Background: an optimization exercise with open tools, aiming at small area and a short achievable clock period. Do not read the settings as production practice. Function was not checked in any run shown here: the RTL went through the layout flow alone. Power figures rest on the tool's default switching activity, not on a simulated workload.

===== design/flow/flow/abc.script =====
&get -n
&st
&syn2
&dch -f
&nf -p -R 10
&put
buffer -c
topo
stime -c
dnsize -c

===== design/flow/design.v =====
module sparc_exu_alu
(
   alu_byp_rd_data_e, exu_ifu_brpc_e, exu_lsu_ldst_va_e,
   exu_lsu_early_va_e, exu_mmu_early_va_e, alu_ecl_add_n64_e,
   alu_ecl_add_n32_e, alu_ecl_log_n64_e, alu_ecl_log_n32_e,
   alu_ecl_zhigh_e, alu_ecl_zlow_e, exu_ifu_regz_e,
   alu_ecl_adderin2_63_e, alu_ecl_adderin2_31_e,
   alu_ecl_adder_out_63_e, alu_ecl_cout32_e, alu_ecl_cout64_e_l,
   alu_ecl_mem_addr_invalid_e_l,
   cen, rclk, byp_alu_rs1_data_e, byp_alu_rs2_data_e_l,
   byp_alu_rs3_data_e, byp_alu_rcc_data_e, ecl_alu_cin_e,
   ifu_exu_invert_d, ecl_alu_log_sel_and_e, ecl_alu_log_sel_or_e,
   ecl_alu_log_sel_xor_e, ecl_alu_log_sel_move_e,
   ecl_alu_out_sel_sum_e_l, ecl_alu_out_sel_rs3_e_l,
   ecl_alu_out_sel_shift_e_l, ecl_alu_out_sel_logic_e_l,
   shft_alu_shift_out_e, ecl_alu_sethi_inst_e, ifu_lsu_casa_e
   );
   input cen;
   input rclk;
   input [63:0] byp_alu_rs1_data_e;
   input [63:0] byp_alu_rs2_data_e_l;
   input [63:0] byp_alu_rs3_data_e;
   input [63:0] byp_alu_rcc_data_e;
   input        ecl_alu_cin_e;
   input        ifu_exu_invert_d;
   input        ecl_alu_log_sel_and_e;
   input        ecl_alu_log_sel_or_e;
   input        ecl_alu_log_sel_xor_e;
   input        ecl_alu_log_sel_move_e;
   input        ecl_alu_out_sel_sum_e_l;
   input        ecl_alu_out_sel_rs3_e_l;
   input        ecl_alu_out_sel_shift_e_l;
   input        ecl_alu_out_sel_logic_e_l;
   input [63:0] shft_alu_shift_out_e;
   input        ecl_alu_sethi_inst_e;
   input        ifu_lsu_casa_e;
   output [63:0] alu_byp_rd_data_e;
   output [47:0] exu_ifu_brpc_e;
   output [47:0] exu_lsu_ldst_va_e;
   output [10:3] exu_lsu_early_va_e;
   output [7:0]  exu_mmu_early_va_e;
   output        alu_ecl_add_n64_e;
   output        alu_ecl_add_n32_e;
   output        alu_ecl_log_n64_e;
   output        alu_ecl_log_n32_e;
   output        alu_ecl_zhigh_e;
   output        alu_ecl_zlow_e;
   output        exu_ifu_regz_e;
   output        alu_ecl_adderin2_63_e;
   output        alu_ecl_adderin2_31_e;
   output        alu_ecl_adder_out_63_e;
   output        alu_ecl_cout32_e;
   output        alu_ecl_cout64_e_l;
   output        alu_ecl_mem_addr_invalid_e_l;
   wire [63:0] a = byp_alu_rs1_data_e;
   wire [63:0] rs2 = ~byp_alu_rs2_data_e_l;
   wire        cin = ecl_alu_cin_e;
   reg invert_e;
   always @(posedge rclk) invert_e <= ifu_exu_invert_d;
   wire [63:0] b;
   alu_bx bx (.rs2_l(byp_alu_rs2_data_e_l), .inv(invert_e), .b(b));
   wire [63:0] p, gn, tn;
   alu_pgen pgen (.a(a), .b(b), .p(p));
   alu_gt gtgen (.a(a), .b(b), .gn(gn), .tn(tn));
   wire [63:0] g = ~gn, t = ~tn;
   wire [64:0] c;
   alu_carry carry (.gn(gn), .tn(tn), .cin(cin), .c(c));
   wire [63:0] sum;
   alu_sum sumx (.p(p), .c(c[63:0]), .s(sum));
   reg [63:0] sum_q;
   always @(posedge rclk) if (cen) sum_q <= sum;
   wire [63:0] lg;
   alu_lgout lgout (.gn(gn), .p(p), .rs2_l(byp_alu_rs2_data_e_l),
                    .sel_and(ecl_alu_log_sel_and_e),
                    .sel_or(ecl_alu_log_sel_or_e), .sel_xor(ecl_alu_log_sel_xor_e),
                    .sel_mov(ecl_alu_log_sel_move_e), .sethi(ecl_alu_sethi_inst_e),
                    .sum_q(sum_q), .rs3(byp_alu_rs3_data_e), .sh(shft_alu_shift_out_e),
                    .sel_sum(~ecl_alu_out_sel_sum_e_l),
                    .sel_rs3(~ecl_alu_out_sel_rs3_e_l),
                    .sel_sh(~ecl_alu_out_sel_shift_e_l),
                    .sel_lg(~ecl_alu_out_sel_logic_e_l), .rd(alu_byp_rd_data_e),
                    .lg63(alu_ecl_log_n64_e), .lg31(alu_ecl_log_n32_e));
   wire zg_lo, zg_hi, zt_lo, zt_hi, zp_lo, zp_hi, zm_lo, zm_hi;
   alu_o64 gz (.x(gn), .olo(zg_lo), .ohi(zg_hi));
   alu_o64 tz (.x(tn), .olo(zt_lo), .ohi(zt_hi));
   alu_z64 pz (.x(p), .zlo(zp_lo), .zhi(zp_hi), .z());
   alu_o64 mz (.x(byp_alu_rs2_data_e_l), .olo(zm_lo), .ohi(zm_hi));
   assign lg_zlo = (ecl_alu_log_sel_and_e & zg_lo) | (ecl_alu_log_sel_or_e & zt_lo) |
                   (ecl_alu_log_sel_xor_e & zp_lo) | (ecl_alu_log_sel_move_e & zm_lo);
   assign lg_zhi = (ecl_alu_log_sel_and_e & zg_hi) | (ecl_alu_log_sel_or_e & zt_hi) |
                   (ecl_alu_log_sel_xor_e & zp_hi) |
                   (ecl_alu_log_sel_move_e & (zm_hi | ecl_alu_sethi_inst_e));
   wire spr_zlo, spr_zhi, lg_zlo, lg_zhi;
   alu_sprz sprz (.p(p), .tn(tn), .cin(cin), .zlo(spr_zlo), .zhi(spr_zhi));
   assign alu_ecl_zlow_e  = ecl_alu_out_sel_sum_e_l ? lg_zlo : spr_zlo;
   assign alu_ecl_zhigh_e = ecl_alu_out_sel_sum_e_l ? lg_zhi : spr_zhi;
   alu_va va (.a(a), .sum_q(sum_q), .casa(ifu_lsu_casa_e), .ncasa(~ifu_lsu_casa_e),
              .va(exu_lsu_ldst_va_e),
              .ok_l(alu_ecl_mem_addr_invalid_e_l));
   alu_z64 rccz (.x(byp_alu_rcc_data_e), .zlo(), .zhi(), .z(exu_ifu_regz_e));
   assign exu_ifu_brpc_e = sum_q[47:0];
   assign exu_lsu_early_va_e = sum_q[10:3];
   assign exu_mmu_early_va_e = sum_q[7:0];
   assign alu_ecl_add_n64_e = sum_q[63];
   assign alu_ecl_adder_out_63_e = sum_q[63];
   assign alu_ecl_add_n32_e = sum_q[31];
   assign alu_ecl_adderin2_63_e = b[63];
   assign alu_ecl_adderin2_31_e = b[31];
   assign alu_ecl_cout32_e = c[32];
   assign alu_ecl_cout64_e_l = ~c[64];
endmodule
module alu_bx (rs2_l, inv, b);
   input [63:0] rs2_l;
   input inv;
   output [63:0] b;
   assign b = ~rs2_l ^ {64{inv}};
endmodule
module alu_pgen (a, b, p);
   input [63:0] a, b;
   output [63:0] p;
   assign p = a ^ b;
endmodule
module alu_gt (a, b, gn, tn);
   input [63:0] a, b;
   output [63:0] gn, tn;
   assign gn = ~(a & b);
   assign tn = ~(a | b);
endmodule
module alu_sum (p, c, s);
   input [63:0] p, c;
   output [63:0] s;
   assign s = p ^ c;
endmodule
module alu_logic (gn, p, rs2, sel_and, sel_or, sel_xor, sel_mov, sethi, lgn);
   input [63:0] gn, p, rs2;
   wire [63:0] g = ~gn;
   input sel_and, sel_or, sel_xor, sel_mov, sethi;
   output [63:0] lgn;
   wire s_g = sel_and | sel_or;
   wire s_p = sel_or | sel_xor;
   wire s_mlo = sel_mov;
   wire s_mhi = sel_mov & ~sethi;
   assign lgn = ~((g & {64{s_g}}) | (p & {64{s_p}}) |
                  (rs2 & {{32{s_mhi}}, {32{s_mlo}}}));
endmodule
module alu_lgout (gn, p, rs2_l, sel_and, sel_or, sel_xor, sel_mov, sethi,
                  sum_q, rs3, sh, sel_sum, sel_rs3, sel_sh, sel_lg, rd, lg63, lg31);
   input [63:0] gn, p, rs2_l, sum_q, rs3, sh;
   input sel_and, sel_or, sel_xor, sel_mov, sethi, sel_sum, sel_rs3, sel_sh, sel_lg;
   output [63:0] rd;
   output lg63, lg31;
   wire s_g = sel_and | sel_or;
   wire s_p = sel_or | sel_xor;
   wire s_mlo = sel_mov;
   wire s_mhi = sel_mov & ~sethi;
   wire [63:0] lg = (~gn & {64{s_g}}) | (p & {64{s_p}}) |
                    (~rs2_l & {{32{s_mhi}}, {32{s_mlo}}});
   assign rd = (sum_q & {64{sel_sum}}) | (rs3 & {64{sel_rs3}}) |
               (sh & {64{sel_sh}}) | (lg & {64{sel_lg}});
   assign lg63 = lg[63];
   assign lg31 = lg[31];
endmodule
module alu_outmux (sum_q, rs3, sh, lgn, sel_sum, sel_rs3, sel_sh, sel_lg_l, rd);
   input [63:0] sum_q, rs3, sh, lgn;
   input sel_sum, sel_rs3, sel_sh, sel_lg_l;
   output [63:0] rd;
   wire [63:0] y0n = ~((sum_q & {64{sel_sum}}) | (rs3 & {64{sel_rs3}}));
   wire [63:0] y1n = ~((~lgn & ~{64{sel_lg_l}}) | (sh & {64{sel_sh}}));
   assign rd = ~(y0n & y1n);
endmodule
module alu_sprz (p, tn, cin, zlo, zhi);
   input [63:0] p, tn;
   input cin;
   output zlo, zhi;
   wire [63:0] spr = p ^ {~tn[62:0], cin};
   assign zlo = ~(|spr[31:0]);
   assign zhi = ~(|spr[63:32]);
endmodule
module alu_z64 (x, zlo, zhi, z);
   input [63:0] x;
   output zlo, zhi, z;
   assign zlo = ~(|x[31:0]);
   assign zhi = ~(|x[63:32]);
   assign z = ~(|x);
endmodule
module alu_o64 (x, olo, ohi);
   input [63:0] x;
   output olo, ohi;
   assign olo = &x[31:0];
   assign ohi = &x[63:32];
endmodule
module alu_va (a, sum_q, casa, ncasa, va, ok_l);
   input [63:0] a, sum_q;
   input casa, ncasa;    
   output [47:0] va;
   output ok_l;
   assign va = (a[47:0] & {48{casa}}) | (sum_q[47:0] & {48{ncasa}});
   wire a_ok = (&a[63:47]) | ~(|a[63:47]);
   wire s_ok = (&sum_q[63:47]) | ~(|sum_q[63:47]);
   assign ok_l = (casa & a_ok) | (ncasa & s_ok);
endmodule
module alu_carry (gn, tn, cin, c);
   input [63:0] gn, tn;
   wire [63:0] g = ~gn, t = ~tn;
   input cin;
   output [64:0] c;    
   wire bg0_0 = g[0];
   wire bt0_0 = t[0];
   wire bg0_1 = g[1];
   wire bt0_1 = t[1];
   wire bg0_2 = g[2];
   wire bt0_2 = t[2];
   wire bg0_3 = g[3];
   wire bt0_3 = t[3];
   wire bg0_4 = g[4];
   wire bt0_4 = t[4];
   wire bg0_5 = g[5];
   wire bt0_5 = t[5];
   wire bg0_6 = g[6];
   wire bt0_6 = t[6];
   wire bg0_7 = g[7];
   wire bt0_7 = t[7];
   wire bg0_8 = g[8];
   wire bt0_8 = t[8];
   wire bg0_9 = g[9];
   wire bt0_9 = t[9];
   wire bg0_10 = g[10];
   wire bt0_10 = t[10];
   wire bg0_11 = g[11];
   wire bt0_11 = t[11];
   wire bg0_12 = g[12];
   wire bt0_12 = t[12];
   wire bg0_13 = g[13];
   wire bt0_13 = t[13];
   wire bg0_14 = g[14];
   wire bt0_14 = t[14];
   wire bg0_15 = g[15];
   wire bt0_15 = t[15];
   wire bg0_16 = g[16];
   wire bt0_16 = t[16];
   wire bg0_17 = g[17];
   wire bt0_17 = t[17];
   wire bg0_18 = g[18];
   wire bt0_18 = t[18];
   wire bg0_19 = g[19];
   wire bt0_19 = t[19];
   wire bg0_20 = g[20];
   wire bt0_20 = t[20];
   wire bg0_21 = g[21];
   wire bt0_21 = t[21];
   wire bg0_22 = g[22];
   wire bt0_22 = t[22];
   wire bg0_23 = g[23];
   wire bt0_23 = t[23];
   wire bg0_24 = g[24];
   wire bt0_24 = t[24];
   wire bg0_25 = g[25];
   wire bt0_25 = t[25];
   wire bg0_26 = g[26];
   wire bt0_26 = t[26];
   wire bg0_27 = g[27];
   wire bt0_27 = t[27];
   wire bg0_28 = g[28];
   wire bt0_28 = t[28];
   wire bg0_29 = g[29];
   wire bt0_29 = t[29];
   wire bg0_30 = g[30];
   wire bt0_30 = t[30];
   wire bg0_31 = g[31];
   wire bt0_31 = t[31];
   wire bg0_32 = g[32];
   wire bt0_32 = t[32];
   wire bg0_33 = g[33];
   wire bt0_33 = t[33];
   wire bg0_34 = g[34];
   wire bt0_34 = t[34];
   wire bg0_35 = g[35];
   wire bt0_35 = t[35];
   wire bg0_36 = g[36];
   wire bt0_36 = t[36];
   wire bg0_37 = g[37];
   wire bt0_37 = t[37];
   wire bg0_38 = g[38];
   wire bt0_38 = t[38];
   wire bg0_39 = g[39];
   wire bt0_39 = t[39];
   wire bg0_40 = g[40];
   wire bt0_40 = t[40];
   wire bg0_41 = g[41];
   wire bt0_41 = t[41];
   wire bg0_42 = g[42];
   wire bt0_42 = t[42];
   wire bg0_43 = g[43];
   wire bt0_43 = t[43];
   wire bg0_44 = g[44];
   wire bt0_44 = t[44];
   wire bg0_45 = g[45];
   wire bt0_45 = t[45];
   wire bg0_46 = g[46];
   wire bt0_46 = t[46];
   wire bg0_47 = g[47];
   wire bt0_47 = t[47];
   wire bg0_48 = g[48];
   wire bt0_48 = t[48];
   wire bg0_49 = g[49];
   wire bt0_49 = t[49];
   wire bg0_50 = g[50];
   wire bt0_50 = t[50];
   wire bg0_51 = g[51];
   wire bt0_51 = t[51];
   wire bg0_52 = g[52];
   wire bt0_52 = t[52];
   wire bg0_53 = g[53];
   wire bt0_53 = t[53];
   wire bg0_54 = g[54];
   wire bt0_54 = t[54];
   wire bg0_55 = g[55];
   wire bt0_55 = t[55];
   wire bg0_56 = g[56];
   wire bt0_56 = t[56];
   wire bg0_57 = g[57];
   wire bt0_57 = t[57];
   wire bg0_58 = g[58];
   wire bt0_58 = t[58];
   wire bg0_59 = g[59];
   wire bt0_59 = t[59];
   wire bg0_60 = g[60];
   wire bt0_60 = t[60];
   wire bg0_61 = g[61];
   wire bt0_61 = t[61];
   wire bg0_62 = g[62];
   wire bt0_62 = t[62];
   wire bg0_63 = g[63];
   wire bt0_63 = t[63];
   wire bg1_1 = bg0_1 | (bt0_1 & bg0_0);
   wire bt1_1 = bt0_1 & bt0_0;
   wire bg1_3 = bg0_3 | (bt0_3 & bg0_2);
   wire bt1_3 = bt0_3 & bt0_2;
   wire bg1_5 = bg0_5 | (bt0_5 & bg0_4);
   wire bt1_5 = bt0_5 & bt0_4;
   wire bg1_7 = bg0_7 | (bt0_7 & bg0_6);
   wire bt1_7 = bt0_7 & bt0_6;
   wire bg1_9 = bg0_9 | (bt0_9 & bg0_8);
   wire bt1_9 = bt0_9 & bt0_8;
   wire bg1_11 = bg0_11 | (bt0_11 & bg0_10);
   wire bt1_11 = bt0_11 & bt0_10;
   wire bg1_13 = bg0_13 | (bt0_13 & bg0_12);
   wire bt1_13 = bt0_13 & bt0_12;
   wire bg1_15 = bg0_15 | (bt0_15 & bg0_14);
   wire bt1_15 = bt0_15 & bt0_14;
   wire bg1_17 = bg0_17 | (bt0_17 & bg0_16);
   wire bt1_17 = bt0_17 & bt0_16;
   wire bg1_19 = bg0_19 | (bt0_19 & bg0_18);
   wire bt1_19 = bt0_19 & bt0_18;
   wire bg1_21 = bg0_21 | (bt0_21 & bg0_20);
   wire bt1_21 = bt0_21 & bt0_20;
   wire bg1_23 = bg0_23 | (bt0_23 & bg0_22);
   wire bt1_23 = bt0_23 & bt0_22;
   wire bg1_25 = bg0_25 | (bt0_25 & bg0_24);
   wire bt1_25 = bt0_25 & bt0_24;
   wire bg1_27 = bg0_27 | (bt0_27 & bg0_26);
   wire bt1_27 = bt0_27 & bt0_26;
   wire bg1_29 = bg0_29 | (bt0_29 & bg0_28);
   wire bt1_29 = bt0_29 & bt0_28;
   wire bg1_31 = bg0_31 | (bt0_31 & bg0_30);
   wire bt1_31 = bt0_31 & bt0_30;
   wire bg1_33 = bg0_33 | (bt0_33 & bg0_32);
   wire bt1_33 = bt0_33 & bt0_32;
   wire bg1_35 = bg0_35 | (bt0_35 & bg0_34);
   wire bt1_35 = bt0_35 & bt0_34;
   wire bg1_37 = bg0_37 | (bt0_37 & bg0_36);
   wire bt1_37 = bt0_37 & bt0_36;
   wire bg1_39 = bg0_39 | (bt0_39 & bg0_38);
   wire bt1_39 = bt0_39 & bt0_38;
   wire bg1_41 = bg0_41 | (bt0_41 & bg0_40);
   wire bt1_41 = bt0_41 & bt0_40;
   wire bg1_43 = bg0_43 | (bt0_43 & bg0_42);
   wire bt1_43 = bt0_43 & bt0_42;
   wire bg1_45 = bg0_45 | (bt0_45 & bg0_44);
   wire bt1_45 = bt0_45 & bt0_44;
   wire bg1_47 = bg0_47 | (bt0_47 & bg0_46);
   wire bt1_47 = bt0_47 & bt0_46;
   wire bg1_49 = bg0_49 | (bt0_49 & bg0_48);
   wire bt1_49 = bt0_49 & bt0_48;
   wire bg1_51 = bg0_51 | (bt0_51 & bg0_50);
   wire bt1_51 = bt0_51 & bt0_50;
   wire bg1_53 = bg0_53 | (bt0_53 & bg0_52);
   wire bt1_53 = bt0_53 & bt0_52;
   wire bg1_55 = bg0_55 | (bt0_55 & bg0_54);
   wire bt1_55 = bt0_55 & bt0_54;
   wire bg1_57 = bg0_57 | (bt0_57 & bg0_56);
   wire bt1_57 = bt0_57 & bt0_56;
   wire bg1_59 = bg0_59 | (bt0_59 & bg0_58);
   wire bt1_59 = bt0_59 & bt0_58;
   wire bg1_61 = bg0_61 | (bt0_61 & bg0_60);
   wire bt1_61 = bt0_61 & bt0_60;
   wire bg1_63 = bg0_63 | (bt0_63 & bg0_62);
   wire bt1_63 = bt0_63 & bt0_62;
   wire bg2_3 = bg1_3 | (bt1_3 & bg1_1);
   wire bt2_3 = bt1_3 & bt1_1;
   wire bg2_7 = bg1_7 | (bt1_7 & bg1_5);
   wire bt2_7 = bt1_7 & bt1_5;
   wire bg2_11 = bg1_11 | (bt1_11 & bg1_9);
   wire bt2_11 = bt1_11 & bt1_9;
   wire bg2_15 = bg1_15 | (bt1_15 & bg1_13);
   wire bt2_15 = bt1_15 & bt1_13;
   wire bg2_19 = bg1_19 | (bt1_19 & bg1_17);
   wire bt2_19 = bt1_19 & bt1_17;
   wire bg2_23 = bg1_23 | (bt1_23 & bg1_21);
   wire bt2_23 = bt1_23 & bt1_21;
   wire bg2_27 = bg1_27 | (bt1_27 & bg1_25);
   wire bt2_27 = bt1_27 & bt1_25;
   wire bg2_31 = bg1_31 | (bt1_31 & bg1_29);
   wire bt2_31 = bt1_31 & bt1_29;
   wire bg2_35 = bg1_35 | (bt1_35 & bg1_33);
   wire bt2_35 = bt1_35 & bt1_33;
   wire bg2_39 = bg1_39 | (bt1_39 & bg1_37);
   wire bt2_39 = bt1_39 & bt1_37;
   wire bg2_43 = bg1_43 | (bt1_43 & bg1_41);
   wire bt2_43 = bt1_43 & bt1_41;
   wire bg2_47 = bg1_47 | (bt1_47 & bg1_45);
   wire bt2_47 = bt1_47 & bt1_45;
   wire bg2_51 = bg1_51 | (bt1_51 & bg1_49);
   wire bt2_51 = bt1_51 & bt1_49;
   wire bg2_55 = bg1_55 | (bt1_55 & bg1_53);
   wire bt2_55 = bt1_55 & bt1_53;
   wire bg2_59 = bg1_59 | (bt1_59 & bg1_57);
   wire bt2_59 = bt1_59 & bt1_57;
   wire bg2_63 = bg1_63 | (bt1_63 & bg1_61);
   wire bt2_63 = bt1_63 & bt1_61;
   wire bg3_7 = bg2_7 | (bt2_7 & bg2_3);
   wire bt3_7 = bt2_7 & bt2_3;
   wire bg3_15 = bg2_15 | (bt2_15 & bg2_11);
   wire bt3_15 = bt2_15 & bt2_11;
   wire bg3_23 = bg2_23 | (bt2_23 & bg2_19);
   wire bt3_23 = bt2_23 & bt2_19;
   wire bg3_31 = bg2_31 | (bt2_31 & bg2_27);
   wire bt3_31 = bt2_31 & bt2_27;
   wire bg3_39 = bg2_39 | (bt2_39 & bg2_35);
   wire bt3_39 = bt2_39 & bt2_35;
   wire bg3_47 = bg2_47 | (bt2_47 & bg2_43);
   wire bt3_47 = bt2_47 & bt2_43;
   wire bg3_55 = bg2_55 | (bt2_55 & bg2_51);
   wire bt3_55 = bt2_55 & bt2_51;
   wire bg3_63 = bg2_63 | (bt2_63 & bg2_59);
   wire bt3_63 = bt2_63 & bt2_59;
   wire bg4_15 = bg3_15 | (bt3_15 & bg3_7);
   wire bt4_15 = bt3_15 & bt3_7;
   wire bg4_31 = bg3_31 | (bt3_31 & bg3_23);
   wire bt4_31 = bt3_31 & bt3_23;
   wire bg4_47 = bg3_47 | (bt3_47 & bg3_39);
   wire bt4_47 = bt3_47 & bt3_39;
   wire bg4_63 = bg3_63 | (bt3_63 & bg3_55);
   wire bt4_63 = bt3_63 & bt3_55;
   wire bg5_31 = bg4_31 | (bt4_31 & bg4_15);
   wire bt5_31 = bt4_31 & bt4_15;
   wire bg5_63 = bg4_63 | (bt4_63 & bg4_47);
   wire bt5_63 = bt4_63 & bt4_47;
   wire bg6_63 = bg5_63 | (bt5_63 & bg5_31);
   wire bt6_63 = bt5_63 & bt5_31;
   wire bg7_47 = bg4_47 | (bt4_47 & bg5_31);
   wire bt7_47 = bt4_47 & bt5_31;
   wire bg8_23 = bg3_23 | (bt3_23 & bg4_15);
   wire bt8_23 = bt3_23 & bt4_15;
   wire bg8_39 = bg3_39 | (bt3_39 & bg5_31);
   wire bt8_39 = bt3_39 & bt5_31;
   wire bg8_55 = bg3_55 | (bt3_55 & bg7_47);
   wire bt8_55 = bt3_55 & bt7_47;
   wire bg9_11 = bg2_11 | (bt2_11 & bg3_7);
   wire bt9_11 = bt2_11 & bt3_7;
   wire bg9_19 = bg2_19 | (bt2_19 & bg4_15);
   wire bt9_19 = bt2_19 & bt4_15;
   wire bg9_27 = bg2_27 | (bt2_27 & bg8_23);
   wire bt9_27 = bt2_27 & bt8_23;
   wire bg9_35 = bg2_35 | (bt2_35 & bg5_31);
   wire bt9_35 = bt2_35 & bt5_31;
   wire bg9_43 = bg2_43 | (bt2_43 & bg8_39);
   wire bt9_43 = bt2_43 & bt8_39;
   wire bg9_51 = bg2_51 | (bt2_51 & bg7_47);
   wire bt9_51 = bt2_51 & bt7_47;
   wire bg9_59 = bg2_59 | (bt2_59 & bg8_55);
   wire bt9_59 = bt2_59 & bt8_55;
   wire bg10_5 = bg1_5 | (bt1_5 & bg2_3);
   wire bt10_5 = bt1_5 & bt2_3;
   wire bg10_9 = bg1_9 | (bt1_9 & bg3_7);
   wire bt10_9 = bt1_9 & bt3_7;
   wire bg10_13 = bg1_13 | (bt1_13 & bg9_11);
   wire bt10_13 = bt1_13 & bt9_11;
   wire bg10_17 = bg1_17 | (bt1_17 & bg4_15);
   wire bt10_17 = bt1_17 & bt4_15;
   wire bg10_21 = bg1_21 | (bt1_21 & bg9_19);
   wire bt10_21 = bt1_21 & bt9_19;
   wire bg10_25 = bg1_25 | (bt1_25 & bg8_23);
   wire bt10_25 = bt1_25 & bt8_23;
   wire bg10_29 = bg1_29 | (bt1_29 & bg9_27);
   wire bt10_29 = bt1_29 & bt9_27;
   wire bg10_33 = bg1_33 | (bt1_33 & bg5_31);
   wire bt10_33 = bt1_33 & bt5_31;
   wire bg10_37 = bg1_37 | (bt1_37 & bg9_35);
   wire bt10_37 = bt1_37 & bt9_35;
   wire bg10_41 = bg1_41 | (bt1_41 & bg8_39);
   wire bt10_41 = bt1_41 & bt8_39;
   wire bg10_45 = bg1_45 | (bt1_45 & bg9_43);
   wire bt10_45 = bt1_45 & bt9_43;
   wire bg10_49 = bg1_49 | (bt1_49 & bg7_47);
   wire bt10_49 = bt1_49 & bt7_47;
   wire bg10_53 = bg1_53 | (bt1_53 & bg9_51);
   wire bt10_53 = bt1_53 & bt9_51;
   wire bg10_57 = bg1_57 | (bt1_57 & bg8_55);
   wire bt10_57 = bt1_57 & bt8_55;
   wire bg10_61 = bg1_61 | (bt1_61 & bg9_59);
   wire bt10_61 = bt1_61 & bt9_59;
   wire bg11_2 = bg0_2 | (bt0_2 & bg1_1);
   wire bt11_2 = bt0_2 & bt1_1;
   wire bg11_4 = bg0_4 | (bt0_4 & bg2_3);
   wire bt11_4 = bt0_4 & bt2_3;
   wire bg11_6 = bg0_6 | (bt0_6 & bg10_5);
   wire bt11_6 = bt0_6 & bt10_5;
   wire bg11_8 = bg0_8 | (bt0_8 & bg3_7);
   wire bt11_8 = bt0_8 & bt3_7;
   wire bg11_10 = bg0_10 | (bt0_10 & bg10_9);
   wire bt11_10 = bt0_10 & bt10_9;
   wire bg11_12 = bg0_12 | (bt0_12 & bg9_11);
   wire bt11_12 = bt0_12 & bt9_11;
   wire bg11_14 = bg0_14 | (bt0_14 & bg10_13);
   wire bt11_14 = bt0_14 & bt10_13;
   wire bg11_16 = bg0_16 | (bt0_16 & bg4_15);
   wire bt11_16 = bt0_16 & bt4_15;
   wire bg11_18 = bg0_18 | (bt0_18 & bg10_17);
   wire bt11_18 = bt0_18 & bt10_17;
   wire bg11_20 = bg0_20 | (bt0_20 & bg9_19);
   wire bt11_20 = bt0_20 & bt9_19;
   wire bg11_22 = bg0_22 | (bt0_22 & bg10_21);
   wire bt11_22 = bt0_22 & bt10_21;
   wire bg11_24 = bg0_24 | (bt0_24 & bg8_23);
   wire bt11_24 = bt0_24 & bt8_23;
   wire bg11_26 = bg0_26 | (bt0_26 & bg10_25);
   wire bt11_26 = bt0_26 & bt10_25;
   wire bg11_28 = bg0_28 | (bt0_28 & bg9_27);
   wire bt11_28 = bt0_28 & bt9_27;
   wire bg11_30 = bg0_30 | (bt0_30 & bg10_29);
   wire bt11_30 = bt0_30 & bt10_29;
   wire bg11_32 = bg0_32 | (bt0_32 & bg5_31);
   wire bt11_32 = bt0_32 & bt5_31;
   wire bg11_34 = bg0_34 | (bt0_34 & bg10_33);
   wire bt11_34 = bt0_34 & bt10_33;
   wire bg11_36 = bg0_36 | (bt0_36 & bg9_35);
   wire bt11_36 = bt0_36 & bt9_35;
   wire bg11_38 = bg0_38 | (bt0_38 & bg10_37);
   wire bt11_38 = bt0_38 & bt10_37;
   wire bg11_40 = bg0_40 | (bt0_40 & bg8_39);
   wire bt11_40 = bt0_40 & bt8_39;
   wire bg11_42 = bg0_42 | (bt0_42 & bg10_41);
   wire bt11_42 = bt0_42 & bt10_41;
   wire bg11_44 = bg0_44 | (bt0_44 & bg9_43);
   wire bt11_44 = bt0_44 & bt9_43;
   wire bg11_46 = bg0_46 | (bt0_46 & bg10_45);
   wire bt11_46 = bt0_46 & bt10_45;
   wire bg11_48 = bg0_48 | (bt0_48 & bg7_47);
   wire bt11_48 = bt0_48 & bt7_47;
   wire bg11_50 = bg0_50 | (bt0_50 & bg10_49);
   wire bt11_50 = bt0_50 & bt10_49;
   wire bg11_52 = bg0_52 | (bt0_52 & bg9_51);
   wire bt11_52 = bt0_52 & bt9_51;
   wire bg11_54 = bg0_54 | (bt0_54 & bg10_53);
   wire bt11_54 = bt0_54 & bt10_53;
   wire bg11_56 = bg0_56 | (bt0_56 & bg8_55);
   wire bt11_56 = bt0_56 & bt8_55;
   wire bg11_58 = bg0_58 | (bt0_58 & bg10_57);
   wire bt11_58 = bt0_58 & bt10_57;
   wire bg11_60 = bg0_60 | (bt0_60 & bg9_59);
   wire bt11_60 = bt0_60 & bt9_59;
   wire bg11_62 = bg0_62 | (bt0_62 & bg10_61);
   wire bt11_62 = bt0_62 & bt10_61;
   assign c[0] = cin;
   assign c[1] = bg0_0 | (bt0_0 & cin);
   assign c[2] = bg1_1 | (bt1_1 & cin);
   assign c[3] = bg11_2 | (bt11_2 & cin);
   assign c[4] = bg2_3 | (bt2_3 & cin);
   assign c[5] = bg11_4 | (bt11_4 & cin);
   assign c[6] = bg10_5 | (bt10_5 & cin);
   assign c[7] = bg11_6 | (bt11_6 & cin);
   assign c[8] = bg3_7 | (bt3_7 & cin);
   assign c[9] = bg11_8 | (bt11_8 & cin);
   assign c[10] = bg10_9 | (bt10_9 & cin);
   assign c[11] = bg11_10 | (bt11_10 & cin);
   assign c[12] = bg9_11 | (bt9_11 & cin);
   assign c[13] = bg11_12 | (bt11_12 & cin);
   assign c[14] = bg10_13 | (bt10_13 & cin);
   assign c[15] = bg11_14 | (bt11_14 & cin);
   assign c[16] = bg4_15 | (bt4_15 & cin);
   assign c[17] = bg11_16 | (bt11_16 & cin);
   assign c[18] = bg10_17 | (bt10_17 & cin);
   assign c[19] = bg11_18 | (bt11_18 & cin);
   assign c[20] = bg9_19 | (bt9_19 & cin);
   assign c[21] = bg11_20 | (bt11_20 & cin);
   assign c[22] = bg10_21 | (bt10_21 & cin);
   assign c[23] = bg11_22 | (bt11_22 & cin);
   assign c[24] = bg8_23 | (bt8_23 & cin);
   assign c[25] = bg11_24 | (bt11_24 & cin);
   assign c[26] = bg10_25 | (bt10_25 & cin);
   assign c[27] = bg11_26 | (bt11_26 & cin);
   assign c[28] = bg9_27 | (bt9_27 & cin);
   assign c[29] = bg11_28 | (bt11_28 & cin);
   assign c[30] = bg10_29 | (bt10_29 & cin);
   assign c[31] = bg11_30 | (bt11_30 & cin);
   assign c[32] = bg5_31 | (bt5_31 & cin);
   assign c[33] = bg11_32 | (bt11_32 & cin);
   assign c[34] = bg10_33 | (bt10_33 & cin);
   assign c[35] = bg11_34 | (bt11_34 & cin);
   assign c[36] = bg9_35 | (bt9_35 & cin);
   assign c[37] = bg11_36 | (bt11_36 & cin);
   assign c[38] = bg10_37 | (bt10_37 & cin);
   assign c[39] = bg11_38 | (bt11_38 & cin);
   assign c[40] = bg8_39 | (bt8_39 & cin);
   assign c[41] = bg11_40 | (bt11_40 & cin);
   assign c[42] = bg10_41 | (bt10_41 & cin);
   assign c[43] = bg11_42 | (bt11_42 & cin);
   assign c[44] = bg9_43 | (bt9_43 & cin);
   assign c[45] = bg11_44 | (bt11_44 & cin);
   assign c[46] = bg10_45 | (bt10_45 & cin);
   assign c[47] = bg11_46 | (bt11_46 & cin);
   assign c[48] = bg7_47 | (bt7_47 & cin);
   assign c[49] = bg11_48 | (bt11_48 & cin);
   assign c[50] = bg10_49 | (bt10_49 & cin);
   assign c[51] = bg11_50 | (bt11_50 & cin);
   assign c[52] = bg9_51 | (bt9_51 & cin);
   assign c[53] = bg11_52 | (bt11_52 & cin);
   assign c[54] = bg10_53 | (bt10_53 & cin);
   assign c[55] = bg11_54 | (bt11_54 & cin);
   assign c[56] = bg8_55 | (bt8_55 & cin);
   assign c[57] = bg11_56 | (bt11_56 & cin);
   assign c[58] = bg10_57 | (bt10_57 & cin);
   assign c[59] = bg11_58 | (bt11_58 & cin);
   assign c[60] = bg9_59 | (bt9_59 & cin);
   assign c[61] = bg11_60 | (bt11_60 & cin);
   assign c[62] = bg10_61 | (bt10_61 & cin);
   assign c[63] = bg11_62 | (bt11_62 & cin);
   assign c[64] = bg6_63 | (bt6_63 & cin);
endmodule

===== design/flow/flow/patch_synth.py =====
"""Patch a copy of ORFS's synth.tcl: map module alu_carry with
abc_fast.script, and the rest of the design with the usual ABC script."""
import sys
p = sys.argv[1]
s = open(p).read()
old = '  log_cmd abc {*}$abc_args\n'
assert s.count(old) == 1, "synth.tcl: abc call not found"
new = '''  set fast_args [lreplace $abc_args 1 1 $::env(SCRIPTS_DIR)/abc_fast.script]
  if {[llength [tee -q -s result.string select -list-mod alu_carry]]} {
    log_cmd abc {*}$fast_args alu_carry
    log_cmd abc {*}$abc_args * alu_carry %d
  } else {
    log_cmd abc {*}$abc_args
  }
'''
open(p, 'w').write(s.replace(old, new))

===== design/flow/config.mk =====
export PLATFORM = sky130hd
export DESIGN_NAME = sparc_exu_alu
export DESIGN_NICKNAME = sparc_exu_alu
export VERILOG_FILES = /design/flow/design.v
export SDC_FILE = /design/flow/constraint.sdc
export NUM_CORES = 4
export LEC_CHECK = 0
export CAP_MARGIN = 20
export CORE_MARGIN = 2
export CORE_UTILIZATION = 40
export CTS_BUF_LIST = sky130_fd_sc_hd__clkbuf_8
export CTS_CLUSTER_DIAMETER = 100
export CTS_CLUSTER_SIZE = 30
export SETUP_SLACK_MARGIN = 3.3
export SLEW_MARGIN = 20
export SYNTH_HIERARCHICAL = 1

===== design/flow/standard.sh =====
#!/bin/bash
# synth_recipe.tcl (not shown) runs the flow's synth.tcl, then flattens the netlist and writes it again
# the make line also repeats each setting of config.mk as NAME=value (left out here)
make -C /OpenROAD-flow-scripts/flow DESIGN_CONFIG=/design/flow/config.mk WORK_HOME=/design/flow/orfs CLKGATE_MAP_FILE= SYNTH_SCRIPT=/design/flow/synth_recipe.tcl "${@:-finish}"

===== design/flow/constraint.sdc =====
create_clock -name core_clock -period 9.0 [get_ports {rclk}]
set_input_delay 1.8000 -clock core_clock [delete_from_list [all_inputs] [get_ports {rclk}]]
set_output_delay 1.8000 -clock core_clock [all_outputs]
set_load 0.01 [all_outputs]

===== design/flow/flow/run.sh =====
#!/bin/bash
# The standard layout (standard.sh) with these changes:
#  - the smallest buffer (buf_1) on every port;
#  - in a copy of ORFS's scripts folder, synthesis maps the adder's carry
#    network (module alu_carry) with ABC script flow/abc_fast.script and the
#    rest with flow/abc.script (patch_synth.py edits synth.tcl to do so).
# Extra ORFS settings: 
# Each ORFS step writes its full log under orfs/logs/; make's output goes to
# standard_flow.log.
set -euo pipefail
rm -rf scripts_abc
cp -r "$FLOW_HOME/scripts" scripts_abc
cp flow/abc.script scripts_abc/abc_speed.script
cp flow/abc_fast.script scripts_abc/abc_fast.script
python3 flow/patch_synth.py scripts_abc/synth.tcl
export BUFFER_PORTS_ARGS="-buffer_cell sky130_fd_sc_hd__buf_1"
bash standard.sh SCRIPTS_DIR="$PWD/scripts_abc"  finish > standard_flow.log 2>&1

===== design/flow/flow/abc_fast.script =====
strash
dch
map -B 0.9
topo
stime -c
buffer -c
upsize -c
dnsize -c

==> flow_summary.rst, run 1 <==
.. list-table::
   :header-rows: 1

   * - Metric
     - Value
   * - Status
     - timing/DRC/antenna clean
   * - Sink Count
     - 65
   * - Number of stages on the worst hold path
     - 1
   * - Cell breakdown of the critical path
     - buf_1, xnor2_2, nor2_2, nand4_1, or4_1, nor2_1, a22oi_1, a31oi_2, clkbuf_2
   * - Die Y-Extent
     - roughly 170 um
   * - Detailed Place HPWL
     - 37220 um
   * - Maximum buffer depth of the clock tree
     - 2
   * - Worst min-delay path class
     - primary input to flop
   * - Via count
     - between 10000 and 15000
   * - Clk_skew
     - 9.132 ps
   * - Vias in the first global route
     - 12410
   * - Clock tree from TritonCTS
     - built
   * - Synthesis-to-finish area growth
     - 27.15%
   * - Gate count after technology mapping
     - 1383
   * - Data arrival time of the worst path
     - 3970 ps
   * - Number of buffers inserted during clock tree synthesis
     - 9
   * - Max_cap viols
     - 0
   * - Worst hold endpoint
     - invert_e
   * - Startpoint types
     - primary input
   * - Die Outline Area
     - roughly 0.028 mm^2
   * - Setup total negative slack
     - 0 ps
   * - Total count of hold-check failures in the final report
     - 0
   * - Fin crit period
     - just under 6000 ps
   * - YS warnings
     - 7
   * - Port buffer count
     - 522
   * - Cell area after synthesis
     - 0.01055 mm^2
   * - First-iteration detailed-routing DRC count
     - 1303
   * - Starting density of the core
     - 0.4061
   * - Final Slew Violations
     - 0
   * - Delay of the slowest cell on the worst path
     - approximately 600 ps
   * - Relative slew slack
     - 0.1214
   * - Root cell of the clock tree
     - sky130_fd_sc_hd__clkbuf_8
   * - Sum of overflow across all layers after global routing
     - 0
   * - Final setup vio count
     - 0
   * - Maximum fanout encountered on the critical timing path
     - 4
   * - Total chip power
     - 0.001826 W
   * - Pin count of the biggest net entering global routing
     - ~70
   * - Detailed-route wire length
     - ~49000 um
   * - Number of standard-cell rows in the floorplan
     - 59
   * - Util after Layout
     - 0.5164
   * - Setup repair after global routing missed its margin
     - yes
   * - Worst setup path startpoint
     - byp_alu_rs2_data_e_l[19]
   * - Final layout net count
     - 2144
   * - Peak supply drop
     - between 60 and 70 uV
   * - Detailed-routing iteration count for the pre-antenna-repair pass
     - 9
   * - Remaining DRCs
     - 0
   * - Antenna violations before repair
     - 1
   * - Number of inserted filler cells in the final layout
     - 2623
   * - Total power per unit cell area
     - 136.1 mW/mm^2
   * - Wire length of the first global-routing pass
     - 73040 um
   * - Post-route antenna net violation count
     - 0
   * - Vias per inst
     - 6.086
   * - Worst-Margin Slew
     - between 1000 and 1500 ps
   * - Sort of element at the end of the critical path
     - output port
   * - Clock H-tree levels
     - 3
   * - Worst hold margin
     - around 1500 ps
   * - Setup CP Type
     - primary input to output port
   * - RD Place Congestion
     - 0.9234
   * - Cell with the largest stage delay on the worst path
     - sky130_fd_sc_hd__or4_1
   * - Clock-pin slew reported for the worst setup and hold paths after clock tree synthesis
     - around 80 ps
   * - Net count after synthesis
     - ~1700
   * - Worst R2R End
     - sum_q[23]
   * - Number of cells traversed by the worst register-to-register path
     - 14
   * - FF-to-FF setup slack
     - 5250 ps
   * - Die Span X
     - 166.4 um
   * - Tot GR Track Use
     - 0.3333
   * - Reg-to-Reg Start
     - invert_e
   * - Area of the core
     - 0.02598 mm^2
   * - Clock Latency Late Sink
     - 380 ps
   * - Tcrit/Tclk final
     - 0.6413
   * - Wire length per cell
     - roughly 23 um
   * - Hold buffer count at CTS
     - 0
   * - Number of primary I/O pins
     - ~520
   * - Start point of the worst min-delay path
     - ifu_exu_invert_d
   * - LEAKAGE
     - about 4.7 nW
   * - Fraction of layout cells with a size suffix above 1
     - 0.1709
   * - Critical Path RT
     - 7200 ps
   * - Post-Syn Area per Cell
     - 7.630 um^2
   * - Timing-limited maximum frequency
     - 0.1733 GHz
layout by cell type, fill, tap and decap left out, types with 3 or more instances in the layout:
master	instances
sky130_fd_sc_hd__buf_2	6
sky130_fd_sc_hd__a21bo_2	17
sky130_fd_sc_hd__clkbuf_2	12
sky130_fd_sc_hd__o221ai_1	32
sky130_fd_sc_hd__xor2_1	99
sky130_fd_sc_hd__clkinv_1	3
sky130_fd_sc_hd__xnor2_2	45
sky130_fd_sc_hd__nand2_4	4
sky130_fd_sc_hd__xor2_2	28
sky130_fd_sc_hd__inv_1	71
sky130_fd_sc_hd__buf_1	504
sky130_fd_sc_hd__nor3_2	3
sky130_fd_sc_hd__xnor2_4	3
sky130_fd_sc_hd__nor4_1	58
sky130_fd_sc_hd__o21a_1	12
sky130_fd_sc_hd__xnor2_1	79
sky130_fd_sc_hd__nor2_1	49
sky130_fd_sc_hd__nor3_1	3
sky130_fd_sc_hd__a222oi_1	49
sky130_fd_sc_hd__o221a_2	31
sky130_fd_sc_hd__nand3_1	13
sky130_fd_sc_hd__nand2_1	143
sky130_fd_sc_hd__a21oi_1	14
sky130_fd_sc_hd__nand4_1	71
sky130_fd_sc_hd__a221o_1	16
sky130_fd_sc_hd__nand2_2	23
sky130_fd_sc_hd__edfxtp_1	64
sky130_fd_sc_hd__a22o_1	63
sky130_fd_sc_hd__clkbuf_8	9
sky130_fd_sc_hd__inv_2	8
sky130_fd_sc_hd__or4_1	12
sky130_fd_sc_hd__buf_4	28
sky130_fd_sc_hd__nor2_4	16
sky130_fd_sc_hd__o21ai_1	8
sky130_fd_sc_hd__nor2_2	59
sky130_fd_sc_hd__o21ai_0	126
where the power goes:
| part | internal, W | leakage (nW) | switching [W] |
|---|---|---|---|
| clock | 0.0000946 | 0.0788 | 0.000144 |
| combinational | 0.000414 | 3.94 | 0.000676 |
| sequential | 0.000426 | 0.635 | 0.0000705 |
| total | 0.000935 | 4.65 | 0.000891 |
critical path, delay by kind of cell:
kind            cells  cell delay [ps]
xor+xnor            1              140
simple gates        4             1160
buf+inv             2              440
compound gates      2              450
cell type report:
class                      count  area, um^2  area share
inverter                      78       292.8     0.02182
sequential                    65        1946      0.1450
multi-input combinational   1105        8403      0.6263
antenna                        1       2.502   0.0001865
timing repair buffer         551        2203      0.1642
clock buffer                   9       123.9    0.009232
clock inverter                 6       27.53    0.002051
tap                          335       419.2     0.03124
flip-flops by register name, summed over array words and instances, names as in the netlist:
signal	count
sum_q	64
invert_e	1
through the flow:
stage	instance area [um^2]	cells	setup slack, ps
5_1_grt	13420	2150	3168
2_1_floorplan	10550	1383	3795
6_report	13420	2150	3228
3_5_place_dp	12200	2116	2847
3_3_place_gp	12200	2116	2859
4_1_cts	12650	2136	3246
per-layer routing:
layer | routed length [um] | track usage | part of all wire | up-vias
li1 | - | - | - | 5952
met2 | 24450 | 0.5929 | 0.50 | 762
met3 | 3725 | 0.04658 | 0.076 | 85
met4 | 1520 | 0.1038 | 0.031 | 0
met5 | 0 | 0 | 0 | -
met1 | 19610 | 0.4168 | 0.40 | 6286
repair_timing:
action | 4_1_cts | 5_1_grt
buffers inserted | 4 | 12
pin swaps | 6 | 18
resized for setup | 59 | 129
gates cloned | 1 | 1
endpoints found under the setup margin | 48 | 10
worst max-delay path by stage:
stage	endpoint	slack, ps	cells past startpoint
2_1_floorplan	alu_ecl_cout64_e_l	3800	16
3_3_place_gp	alu_byp_rd_data_e[7]	2860	7
3_5_place_dp	alu_byp_rd_data_e[1]	2850	7
4_1_cts	alu_ecl_cout64_e_l	3250	18
5_1_grt	alu_ecl_cout64_e_l	3170	18
6_report	alu_ecl_zlow_e	3230	9
==> run 2: changes to the inputs <==
==> design/flow/flow/run.sh (replaced) <==
#!/bin/bash
# The standard layout (standard.sh) with two changes:
#  - the smallest buffer (buf_1) on every port;
#  - synthesis maps with ABC script flow/abc.script (in a copy of ORFS's
#    scripts folder, where it replaces abc_speed.script).
# Extra ORFS settings: 
# Each ORFS step writes its full log under orfs/logs/; make's output goes to
# standard_flow.log.
set -euo pipefail
rm -rf scripts_abc
cp -r "$FLOW_HOME/scripts" scripts_abc
cp flow/abc.script scripts_abc/abc_speed.script
export BUFFER_PORTS_ARGS="-buffer_cell sky130_fd_sc_hd__buf_1"
bash standard.sh SCRIPTS_DIR="$PWD/scripts_abc"  finish > standard_flow.log 2>&1
--- a/design/flow/config.mk
+++ b/design/flow/config.mk
@@ -9,8 +9,5 @@
 export CORE_MARGIN = 2
 export CORE_UTILIZATION = 40
-export CTS_BUF_LIST = sky130_fd_sc_hd__clkbuf_8
-export CTS_CLUSTER_DIAMETER = 100
-export CTS_CLUSTER_SIZE = 30
-export SETUP_SLACK_MARGIN = 3.3
+export SETUP_SLACK_MARGIN = 3.2
 export SLEW_MARGIN = 20
 export SYNTH_HIERARCHICAL = 1
removed: design/flow/flow/abc_fast.script
removed: design/flow/flow/patch_synth.py
==> run 2 against run 1 <==
  * Critical path depth grew 9
  * Hold slack lost 290 ps
  * Largest power group unchanged
  * Synthesized area shrank 4.1%
  * Cell count shrank 4.7%
  * Sequential cell count is the same
  * Worst setup slack gained 20 ps
  * Critical endpoint is now alu_ecl_cout64_e_l
  * Clock power grew 44%
  * Power grew 3.8%
  * Core utilization grew 0.29 points
  * Still clean
==> flow_summary.rst, run 2 <==
.. list-table::
   :header-rows: 1

   * - Metric
     - Value
   * - Clk_skew
     - 9.403 ps (was 9.132 ps)
   * - Vias per inst
     - 6.283 (was 6.086)
   * - Post-Syn Area per Cell
     - 7.910 um^2 (was 7.630 um^2)
   * - Tcrit/Tclk final
     - 0.6391 (was 0.6413)
   * - Max reg flops
     - 64 (unchanged)
   * - YS warnings
     - 7 (unchanged)
   * - Vias in the first global route
     - 11880 (was 12410)
   * - Setup repair after global routing missed its margin
     - yes (unchanged)
   * - Critical Path RT
     - 7200 ps (about the same)
   * - First-iteration detailed-routing DRC count
     - 1179 (was 1303)
   * - Worst-Margin Slew
     - 1083 ps (was 1318 ps)
   * - RD Place Congestion
     - 0.9276 (was 0.9234)
   * - Largest registers
     - sum_q x64, invert_e x1 (unchanged)
   * - Number of primary I/O pins
     - 523 (unchanged)
   * - Setup total negative slack
     - 0 ps (unchanged)
   * - Timing-limited maximum frequency
     - 0.1739 GHz (was 0.1733 GHz)
   * - Tot GR Track Use
     - 0.3492 (was 0.3333)
   * - Hold buffer count at CTS
     - 0 (unchanged)
   * - Maximum fanout encountered on the critical timing path
     - 5 (was 4)
   * - Remaining DRCs
     - 0 (unchanged)
   * - Sort of element at the end of the critical path
     - output port (unchanged)
   * - Final Slew Violations
     - 0 (unchanged)
   * - Wire length of the first global-routing pass
     - 70440 um (was 73040 um)
   * - Data arrival time of the worst path
     - 3950 ps (was 3970 ps)
   * - Sink Count
     - 65 (unchanged)
   * - Post-route antenna net violation count
     - 0 (unchanged)
   * - Clock-pin slew reported for the worst setup and hold paths after clock tree synthesis
     - 70 ps (was 80 ps)
   * - Clock H-tree levels
     - 3 (unchanged)
   * - Die Span X
     - 163.0 um (was 166.4 um)
   * - Pin count of the biggest net entering global routing
     - 67 (was 69)
   * - Largest reg by FF count
     - sum_q (unchanged)
   * - Worst hold margin
     - 1217 ps (was 1507 ps)
   * - Sum of overflow across all layers after global routing
     - 0 (unchanged)
   * - Area of the core
     - 0.02504 mm^2 (was 0.02598 mm^2)
   * - Total chip power
     - 0.001895 W (was 0.001826 W)
   * - Clock tree from TritonCTS
     - built (unchanged)
   * - Synthesis-to-finish area growth
     - 28.51% (was 27.15%)
   * - Die Outline Area
     - 0.02658 mm^2 (was 0.02770 mm^2)
   * - Max_cap viols
     - 0 (unchanged)
   * - Die Y-Extent
     - 163.0 um (was 166.4 um)
   * - Detailed Place HPWL
     - 37580 um (was 37220 um)
   * - Total count of hold-check failures in the final report
     - 0 (unchanged)
   * - LEAKAGE
     - 4.259 nW (was 4.654 nW)
   * - Total area of multi-input combinational cells
     - 0.007965 mm^2 (was 0.008403 mm^2)
   * - Clock Latency Late Sink
     - 350 ps (was 380 ps)
   * - Via count
     - 12880 (was 13090)
   * - Setup CP Type
     - primary input to output port (unchanged)
   * - Total power per unit cell area
     - 145.8 mW/mm^2 (was 136.1 mW/mm^2)
   * - Cell area after synthesis
     - 0.01012 mm^2 (was 0.01055 mm^2)
   * - Starting density of the core
     - 0.4041 (was 0.4061)
   * - Leading cell types in the layout, fill and taps excluded
     - 505 x sky130_fd_sc_hd__buf_1, 136 x sky130_fd_sc_hd__o21ai_0, 114 x sky130_fd_sc_hd__xor2_1 (was 504 x sky130_fd_sc_hd__buf_1, 143 x sky130_fd_sc_hd__nand2_1, 126 x sky130_fd_sc_hd__o21ai_0)
   * - Startpoint types
     - primary input (unchanged)
   * - Root cell of the clock tree
     - sky130_fd_sc_hd__clkbuf_16 (was sky130_fd_sc_hd__clkbuf_8)
   * - Number of inserted filler cells in the final layout
     - 2537 (was 2623)
   * - Maximum buffer depth of the clock tree
     - 2 (unchanged)
   * - Sequential cell area
     - 0.001946 mm^2 (unchanged)
   * - Final setup vio count
     - 0 (unchanged)
   * - Final layout net count
     - 2042 (was 2144)
   * - Antenna violations before repair
     - 7 (was 1)
   * - Net count after synthesis
     - 1613 (was 1717)
   * - Detailed-routing iteration count for the pre-antenna-repair pass
     - 6 (was 9)
   * - Relative slew slack
     - 0.2781 (was 0.1214)
   * - Fraction of layout cells with a size suffix above 1
     - 0.1465 (was 0.1709)
   * - Most common cell after layout, fill and taps aside
     - sky130_fd_sc_hd__buf_1 (unchanged)
   * - Peak supply drop
     - 68.23 uV (was 66.05 uV)
   * - Detailed-route wire length
     - 49680 um (was 49300 um)
   * - Util after Layout
     - 0.5193 (was 0.5164)
   * - Gate count after technology mapping
     - 1279 (was 1383)
   * - Port buffer count
     - 522 (unchanged)
   * - Wire length per cell
     - 24.23 um (was 22.93 um)
   * - Fin crit period
     - 5752 ps (was 5772 ps)
   * - Number of standard-cell rows in the floorplan
     - 58 (was 59)
   * - Status
     - timing/DRC/antenna clean (unchanged)
   * - Worst min-delay path class
     - flop to flop (was primary input to flop)
   * - Number of buffers inserted during clock tree synthesis
     - 9 (unchanged)
-- run 2: changes by cell type in the layout (fill, tap and decap cells not counted), moves of 14 or more --
cell                      delta
sky130_fd_sc_hd__xnor2_2    -14
sky130_fd_sc_hd__nand2_1    -61
sky130_fd_sc_hd__xor2_1     +15
sky130_fd_sc_hd__nor2_2     -19
sky130_fd_sc_hd__inv_1      -38
sky130_fd_sc_hd__nand2_2    -16
-- run 2: area by class of cell --
type / count / area share
antenna: 7 / 0.001347
sequential: 65 / 0.1496
inverter: 38 / 0.01116
multi-input combinational: 1040 / 0.6126
tap: 330 / 0.03176
clock buffer: 12 / 0.01819
clock inverter: 4 / 0.001636
timing repair buffer: 554 / 0.1736
-- run 2: layer usage --
metal,vias to the layer above,global-route usage,part of all wire
met1,6201,0.4039,0.36
met5,-,0,0.00024
met3,155,0.04495,0.077
met2,768,0.6302,0.51
li1,5754,-,-
met4,2,0.1786,0.053
-- run 2: metrics by stage --
stage          setup slack [ps]  cell area (um^2)  instances
3_3_place_gp               2476             11740       2005
5_1_grt                    3161             13000       2048
3_5_place_dp               2356             11770       2006
2_1_floorplan              3257             10120       1279
4_1_cts                    3064             12220       2031
6_report                   3248             13000       2050
-- run 2: what timing repair did --
action / in CTS / in global routing
gates resized for setup: 32 / 151
gates cloned: 1 / 0
buffers inserted: 8 / 12
pin swaps: 10 / 38
setup endpoints to repair: 10 / 4
-- run 2: report_power, final --
group / total [W] / switching, W / internal, W
combinational: 0.00106 / 0.000652 / 0.000403
clock: 0.000344 / 0.000158 / 0.000186
sequential: 0.000496 / 0.0000695 / 0.000427
-- run 2: final timing paths --
kind                           startpoint                  to  slack [ps]  depth (start not counted)
hold / removal                   invert_e            sum_q[5]        1220                          3
hold reg to reg                  invert_e            sum_q[5]        1220                          3
setup / recovery  byp_alu_rs2_data_e_l[5]  alu_ecl_cout64_e_l        3250                         18
setup reg to reg                 invert_e           sum_q[39]        4900                         18
-- run 2: critical path: stages --
cell and delay (ps):
sky130_fd_sc_hd__clkbuf_2 140, sky130_fd_sc_hd__xnor2_4 230, sky130_fd_sc_hd__nor2_4 60, sky130_fd_sc_hd__buf_4 150
sky130_fd_sc_hd__nor2_2 110, sky130_fd_sc_hd__nand2_2 90, sky130_fd_sc_hd__o21ai_2 130, sky130_fd_sc_hd__nand2_1 60
sky130_fd_sc_hd__o211ai_1 90, sky130_fd_sc_hd__buf_4 160, sky130_fd_sc_hd__nand3_1 130, sky130_fd_sc_hd__nand3_4 150
sky130_fd_sc_hd__a21oi_4 80, sky130_fd_sc_hd__inv_4 100, sky130_fd_sc_hd__a31oi_4 90, sky130_fd_sc_hd__o21ai_2 190
sky130_fd_sc_hd__inv_1 60, sky130_fd_sc_hd__clkbuf_2 120
==> run 3: changes to the inputs <==
==> design/flow/flow/abc.script (replaced) <==
&get -n
&st
&syn2
&dch -f
&nf -p -R 10
&put
topo
stime -c
dnsize -c
--- a/design/flow/config.mk
+++ b/design/flow/config.mk
@@ -9,5 +9,8 @@
 export CORE_MARGIN = 2
 export CORE_UTILIZATION = 40
-export SETUP_SLACK_MARGIN = 3.2
+export CTS_BUF_LIST = sky130_fd_sc_hd__clkbuf_8
+export CTS_CLUSTER_DIAMETER = 100
+export CTS_CLUSTER_SIZE = 30
+export SETUP_SLACK_MARGIN = 3.0
 export SLEW_MARGIN = 20
 export SYNTH_HIERARCHICAL = 1
==> run 3 against run 2 <==
  * Still clean
  * Non-clock buffer count down 6
  * Hold slack better by 31 ps
  * Worst setup slack worse by 190 ps
  * Clock-buffer cell count down 3
  * Sequential share of layout area up 0.98 points
  * Synthesized cell count down 5.6%
  * Clock skew up 2.5 ps
  * Global-route usage down 0.45 points
  * Largest cell class unchanged
==> flow_summary.rst, run 3 <==
.. list-table::
   :header-rows: 1

   * - Metric
     - Value
   * - Most common cell after layout, fill and taps aside
     - sky130_fd_sc_hd__buf_1 (unchanged)
   * - Vias in the first global route
     - 11560 (was 11880)
   * - Total count of hold-check failures in the final report
     - 0 (unchanged)
   * - Tot GR Track Use
     - 0.3448 (was 0.3492)
   * - Placed instance area
     - 0.01174 mm^2 (was 0.01177 mm^2)
   * - Die Outline Area
     - 0.02567 mm^2 (was 0.02658 mm^2)
   * - Logic pwr share
     - 0.564 (was 0.557)
   * - Fin crit period
     - 5943 ps (was 5752 ps)
   * - Root cell of the clock tree
     - sky130_fd_sc_hd__clkbuf_8 (was sky130_fd_sc_hd__clkbuf_16)
   * - Relative slew slack
     - 0.2931 (was 0.2781)
   * - Cell area after synthesis
     - 0.009762 mm^2 (was 0.01012 mm^2)
   * - Clock H-tree levels
     - 3 (unchanged)
   * - Cell Int Power
     - 0.0009207 W (was 0.001015 W)
   * - Sink Count
     - 65 (unchanged)
   * - Detailed-routing iteration count for the pre-antenna-repair pass
     - 7 (was 6)
   * - Sequential cell area
     - 0.001946 mm^2 (unchanged)
   * - Post-route antenna net violation count
     - 0 (unchanged)
   * - Sum of overflow across all layers after global routing
     - 0 (unchanged)
   * - Detailed Place HPWL
     - 35820 um (was 37580 um)
   * - Final layout net count
     - 2035 (was 2042)
   * - Timing-limited maximum frequency
     - 0.1683 GHz (was 0.1739 GHz)
   * - Port buffer count
     - 522 (unchanged)
   * - Startpoint types
     - primary input (unchanged)
   * - Post-Syn Area per Cell
     - 8.081 um^2 (was 7.910 um^2)
   * - Critical Path RT
     - 7200 ps (about the same)
   * - Number of primary I/O pins
     - 523 (unchanged)
   * - Util after Layout
     - 0.5062 (was 0.5193)
   * - Area of the core
     - 0.02411 mm^2 (was 0.02504 mm^2)
   * - Number of standard-cell rows in the floorplan
     - 57 (was 58)
   * - Largest reg by FF count
     - sum_q (unchanged)
   * - Number of inserted filler cells in the final layout
     - 2456 (was 2537)
   * - Clk_skew
     - 11.93 ps (was 9.403 ps)
   * - Setup repair after global routing missed its margin
     - yes (unchanged)
   * - Maximum fanout encountered on the critical timing path
     - 48 (was 5)
   * - RD Place Congestion
     - 0.9796 (was 0.9276)
   * - Worst-Margin Slew
     - 1060 ps (was 1083 ps)
   * - Synthesis-to-finish area growth
     - 25.01% (was 28.51%)
   * - Die Y-Extent
     - 160.2 um (was 163.0 um)
   * - Maximum buffer depth of the clock tree
     - 2 (unchanged)
   * - First-iteration detailed-routing DRC count
     - 1406 (was 1179)
   * - Switching power
     - 0.0008275 W (was 0.0008803 W)
   * - Tcrit/Tclk final
     - 0.6604 (was 0.6391)
   * - Leading cell types in the layout, fill and taps excluded
     - 516 x sky130_fd_sc_hd__buf_1, 145 x sky130_fd_sc_hd__o21ai_0, 129 x sky130_fd_sc_hd__xor2_1 (was 505 x sky130_fd_sc_hd__buf_1, 136 x sky130_fd_sc_hd__o21ai_0, 114 x sky130_fd_sc_hd__xor2_1)
   * - Proportion of power drawn by the clock network
     - 0.152 (was 0.182)
   * - Fraction of layout cells with a size suffix above 1
     - 0.04982 (was 0.1465)
   * - Clock-pin slew reported for the worst setup and hold paths after clock tree synthesis
     - 90 ps (was 70 ps)
   * - Die Span X
     - 160.2 um (was 163.0 um)
   * - Total power per unit cell area
     - 143.3 mW/mm^2 (was 145.8 mW/mm^2)
   * - Net count after synthesis
     - 1542 (was 1613)
   * - Worst min-delay path class
     - flop to flop (unchanged)
   * - Clock Latency Late Sink
     - 380 ps (was 350 ps)
   * - Max reg flops
     - 64 (unchanged)
   * - Clock tree from TritonCTS
     - built (unchanged)
   * - Final Slew Violations
     - 0 (unchanged)
   * - Peak supply drop
     - 63.66 uV (was 68.23 uV)
   * - Number of buffers inserted during clock tree synthesis
     - 9 (unchanged)
   * - Sw Ratio
     - 0.4733 (was 0.4644)
   * - Data arrival time of the worst path
     - 4140 ps (was 3950 ps)
   * - Sequential power share
     - 0.284 (was 0.262)
   * - Pin count of the biggest net entering global routing
     - 67 (unchanged)
   * - Vias per inst
     - 6.193 (was 6.283)
   * - Final design instance area without fill
     - 0.01220 mm^2 (was 0.01300 mm^2)
   * - Status
     - timing/DRC/antenna clean (unchanged)
   * - Setup CP Type
     - primary input to output port (unchanged)
   * - Max_cap viols
     - 0 (unchanged)
   * - Via count
     - 12580 (was 12880)
   * - Total area of multi-input combinational cells
     - 0.007355 mm^2 (was 0.007965 mm^2)
   * - Largest registers
     - sum_q x64, invert_e x1 (unchanged)
   * - Remaining DRCs
     - 0 (unchanged)
   * - LEAKAGE
     - 3.855 nW (was 4.259 nW)
   * - Wire length of the first global-routing pass
     - 69110 um (was 70440 um)
   * - Worst hold margin
     - 1248 ps (was 1217 ps)
   * - Antenna violations before repair
     - 5 (was 7)
   * - Detailed-route wire length
     - 46570 um (was 49680 um)
   * - Gate count after technology mapping
     - 1208 (was 1279)
   * - Wire length per cell
     - 22.92 um (was 24.23 um)
   * - Post-placement cell count
     - 2000 (was 2006)
   * - YS warnings
     - 7 (unchanged)
   * - Final Non-Filler Cells
     - 2032 (was 2050)
   * - Starting density of the core
     - 0.4050 (was 0.4041)
   * - Setup total negative slack
     - 0 ps (unchanged)
   * - Sort of element at the end of the critical path
     - output port (unchanged)
   * - Final setup vio count
     - 0 (unchanged)
-- run 3: per-layer routing --
layer / part of all wire / vias to the layer above / global-route usage
met5: 0.00088 / - / 0
met4: 0.028 / 6 / 0.1077
met3: 0.083 / 87 / 0.04831
met2: 0.48 / 732 / 0.6004
met1: 0.40 / 6024 / 0.4414
li1: - / 5735 / -
-- run 3: power by group through the flow --
| stage | registers [W] | logic (W) | clock network (W) |
|---|---|---|---|
| final | 0.000497 | 0.000986 | 0.000265 |
| after global routing | 0.000504 | 0.00107 | 0.000277 |
| after CTS | 0.000494 | 0.000960 | 0.000268 |
| after detailed placement | 0.000500 | 0.000944 | 0 |
| after global placement | 0.000499 | 0.000945 | 0 |
| after floorplan | 0.000474 | 0.000667 | 0 |
-- run 3: final cells by class --
cell class,count,area share
Multi-Input combinational cell,1039,0.6027
Timing Repair Buffer,548,0.1775
Sequential cell,65,0.1594
Tap cell,324,0.03322
Inverter,38,0.01210
Clock buffer,9,0.01015
Clock inverter,7,0.004511
Antenna cell,2,0.0004101
-- run 3: path summary, 6_finish.rpt --
check	depth (start not counted)	slack (ps)	end	from
worst max-delay path	6	3060	alu_byp_rd_data_e[2]	ecl_alu_log_sel_and_e
worst min-delay path	3	1250	sum_q[0]	invert_e
worst max register to register	17	4840	sum_q[55]	invert_e
worst min register to register	3	1250	sum_q[0]	invert_e
-- run 3: what timing repair did --
action	in CTS	in global routing
setup endpoints to repair	1	4
resized for setup	13	34
hold buffers	0	0
buffers inserted	8	6
hold endpoints to repair	0	0
pin swaps	10	14
-- run 3: per-stage QoR --
| stage | power [W] | setup WS [ps] |
|---|---|---|
| floorplan | 0.001141 | 3103 |
| CTS | 0.001722 | 3009 |
| finish | 0.001748 | 3057 |
| detailed placement | 0.001444 | 2143 |
| global placement | 0.001444 | 2295 |
| global route | 0.001846 | 2948 |
-- run 3: worst max-delay path, stage by stage --
cell and delay [ps]:
sky130_fd_sc_hd__buf_1 280, sky130_fd_sc_hd__nor2_4 490, sky130_fd_sc_hd__buf_4 600, sky130_fd_sc_hd__o221ai_1 380
sky130_fd_sc_hd__a221o_1 370, sky130_fd_sc_hd__buf_1 130

what the ideal ports hide:
In the flow no input, the clock included, has a driving cell. The finished layouts below were timed again as built, in two steps.
Step 1 assumes that a clkbuf_16 drives the clock port and a buf_2 every other input.
Step 2, shift: input delay + t, output delay - t, t = (earliest + latest rising clock arrival at the registers) / 2. This alone moves slack from input paths to output paths.
Slacks: ideal ports / drivers / drivers and shift; pairs: ideal ports / drivers.
run	t (ns)	setup WS [ns]	slew at the worst register clock pin (ns)	pins driven straight from the clock port
run 1	0.419	3.228 / 3.205 / 3.205	0.09 / 0.09	1
run 2	0.401	3.248 / 3.207 / 3.207	0.07 / 0.07	1
run 3	0.423	3.057 / 3.034 / 3.034	0.09 / 0.09	1
After both steps every run listed still meets setup and hold. For run 2, which loses most, drivers alone change the setup slack by -0.041 ns; drivers and shift together by -0.041 ns.
